This design comes from an exercise in tuning for small area on the open sky130 flow, not from production work.
Function was checked by simulation only, so behaviour that the tests miss may differ from the original.
No activity file was given, so power comes from the tool's default toggle rates.

==> 08-18 <==
Design tictactoe_vga, start of the top module:
module tictactoe_vga(clk, btnCpuReset, btnC, btnR, btnL, btnU, btnD, HS, VS, vgaR, vgaG, vgaB);
export LEC_CHECK = 0
export ABC_AREA = 1
export CAP_MARGIN = 20
export CORE_MARGIN = 2
export CORE_UTILIZATION = 40
export SLEW_MARGIN = 20
export SYNTH_MEMORY_MAX_BITS = 1048576
create_clock -name core_clock -period 10.0 [get_ports {clk}]
standard.sh (not shown) runs the stock make flow with config.mk's settings and CLKGATE_MAP_FILE= SYNTH_SCRIPT=/design/flow/synth_recipe.tcl, a recipe that flattens the netlist after the stock synthesis.
==> flow/flow/run.sh <==
#!/bin/bash
set -euo pipefail
W=$(pwd)
R=$W/orfs/results/$FLOW_PLATFORM/tictactoe_vga/base
YOSYS=$FLOW_HOME/../tools/install/yosys/bin/yosys
[ -x "$YOSYS" ] || YOSYS=yosys

bash standard.sh synth > "$W/log_1_standard_synth.log" 2>&1

cp "$R/1_2_yosys.v" "$W/netlist_standard.v"
# ABC's dont-use list: the one the standard synthesis gave ABC
DONT=$(grep -o -- '-dont_use [^ ]*' "$W/orfs/logs/$FLOW_PLATFORM/tictactoe_vga/base/1_2_yosys.log" | sort -u | tr '\n' ' ' || true)
export REMAP_LIB=$FLOW_HOME/platforms/$FLOW_PLATFORM/lib/sky130_fd_sc_hd__tt_025C_1v80.lib
export REMAP_IN=$W/netlist_standard.v REMAP_OUT=$W/netlist_remapped.v
export REMAP_SCRIPT=$W/flow/area.abc REMAP_TOP=$FLOW_TOP REMAP_DONT="$DONT"
"$YOSYS" -c "$W/flow/remap.tcl" > "$W/log_2_remap.log" 2>&1

cp "$W/netlist_remapped.v" "$R/1_2_yosys.v"
rm -f "$R/1_synth.odb" "$R/1_synth.sdc"
bash standard.sh "BUFFER_PORTS_ARGS=-buffer_cell sky130_fd_sc_hd__buf_1" \
  "CTS_ARGS=-sink_clustering_enable -repair_clock_nets -buf_list sky130_fd_sc_hd__clkbuf_8 -dont_use_dummy_load" \
  finish > "$W/log_3_standard_layout.log" 2>&1
test -s "$W/out/final.def"
==> flow/flow/area.abc <==
strash
balance -l
resub -K 6 -l
rewrite -l
resub -K 6 -N 2 -l
refactor -l
resub -K 8 -l
balance -l
resub -K 8 -N 2 -l
rewrite -l
resub -K 10 -l
rewrite -z -l
resub -K 10 -N 2 -l
balance -l
resub -K 12 -l
refactor -z -l
resub -K 12 -N 2 -l
rewrite -z -l
balance -l
balance -l
resub -K 6 -l
rewrite -l
resub -K 6 -N 2 -l
refactor -l
resub -K 8 -l
balance -l
resub -K 8 -N 2 -l
rewrite -l
resub -K 10 -l
rewrite -z -l
resub -K 10 -N 2 -l
balance -l
resub -K 12 -l
refactor -z -l
resub -K 12 -N 2 -l
rewrite -z -l
balance -l
balance -l
resub -K 6 -l
rewrite -l
resub -K 6 -N 2 -l
refactor -l
resub -K 8 -l
balance -l
resub -K 8 -N 2 -l
rewrite -l
resub -K 10 -l
rewrite -z -l
resub -K 10 -N 2 -l
balance -l
resub -K 12 -l
refactor -z -l
resub -K 12 -N 2 -l
rewrite -z -l
balance -l
balance -l
resub -K 6 -l
rewrite -l
resub -K 6 -N 2 -l
refactor -l
resub -K 8 -l
balance -l
resub -K 8 -N 2 -l
rewrite -l
resub -K 10 -l
rewrite -z -l
resub -K 10 -N 2 -l
balance -l
resub -K 12 -l
refactor -z -l
resub -K 12 -N 2 -l
rewrite -z -l
balance -l
&get -n
&deepsyn -T 300
&dch -f
&nf -R 1000
&put
topo
stime -c
==> flow/flow/remap.tcl <==
# Re-map the combinational logic of the standard synthesis netlist for area.
# Registers (sequential cells) stay as they are: same instances, names and cell types.
yosys -import
set lib $::env(REMAP_LIB)
read_liberty -ignore_miss_func $lib
read_verilog $::env(REMAP_IN)
hierarchy -top $::env(REMAP_TOP)
set seq {sky130_fd_sc_hd__df* sky130_fd_sc_hd__edf* sky130_fd_sc_hd__sdf* sky130_fd_sc_hd__dl*}
foreach p $seq { catch { setattr -mod -set keep_hierarchy 1 $p } }
tee -o /dev/stdout stat -liberty $lib
flatten
# the flattened cells' port wires get private names, so the netlist keeps its own net names
yosys rename -hide w:_*_.*
# the registers' cell models are not needed any more: only their instances are kept
foreach p $seq { catch { blackbox $p } }
opt_clean
abc -liberty $lib -script $::env(REMAP_SCRIPT) {*}$::env(REMAP_DONT)
opt_clean
setundef -zero
hilomap -singleton -hicell sky130_fd_sc_hd__conb_1 HI -locell sky130_fd_sc_hd__conb_1 LO
insbuf -buf sky130_fd_sc_hd__buf_1 A X
splitnets
tee -o /dev/stdout stat -liberty $lib
yosys check
write_verilog -noattr $::env(REMAP_OUT)
==> 11-10 (differences from 08-18) <==
==> flow/run.sh (new file) <==
#!/bin/bash
# synth_recipe.tcl (not shown) runs the flow's synth.tcl, then flattens the netlist and writes it again
# the make line also repeats each setting of config.mk as NAME=value (left out here)
make -C /OpenROAD-flow-scripts/flow DESIGN_CONFIG=/design/flow/config.mk WORK_HOME=/design/flow/orfs CLKGATE_MAP_FILE= SYNTH_SCRIPT=/design/flow/synth_recipe.tcl finish
- CTS_BUF_LIST: unset -> sky130_fd_sc_hd__clkbuf_8
removed: flow/flow/run.sh
removed: flow/flow/area.abc
removed: flow/flow/remap.tcl
removed: flow/standard.sh
==> notes <==
In 11-10 the count of clock-buffer cells in the layout is higher than in 08-18, by 2.
Via count: 11-10 is higher than 08-18 (15%).
Between 08-18 and 11-10, the lower clock power is in 08-18 (gap about 28%, measured against 11-10).
Against 11-10, the wire length of 08-18 is smaller by about 10%.
Against 08-18, the worst setup slack of 11-10 is better by 310 ps.
In 08-18 the area after synthesis is smaller than in 11-10, by 10%.
Total power: 11-10 is higher than 08-18 (about 13%).
In sequential power, 08-18 and 11-10 hardly differ.
In 08-18 the first-iteration DRC count is lower than in 11-10, by about 14%.

-- afterwards: timing with drivers on the ports --
In the flow no input, the clock included, has a driving cell. The finished layouts below were timed again as built, in two steps. Step 1 assumes that a clkbuf_16 drives the clock port and a buf_2 every other input. Step 2 times the ports against the registers' clock, not the clock port: input delays grow and output delays shrink by t, the midpoint of the rising clock arrivals with the driver on. Three values: no drivers, after step 1, after step 2; two values: the first two.
run | shift t [ns] | setup WS [ns] | worst setup path after step 2
08-18 | 0.475 | 6.224 / 6.224 / 6.224 | register to register
11-10 | 0.484 | 6.534 / 6.499 / 6.161 | input to register
After both steps setup and hold are still met in every run listed. The setup slack of 11-10, which loses most, moves by -0.035 ns with the drivers and by -0.373 ns with both steps.
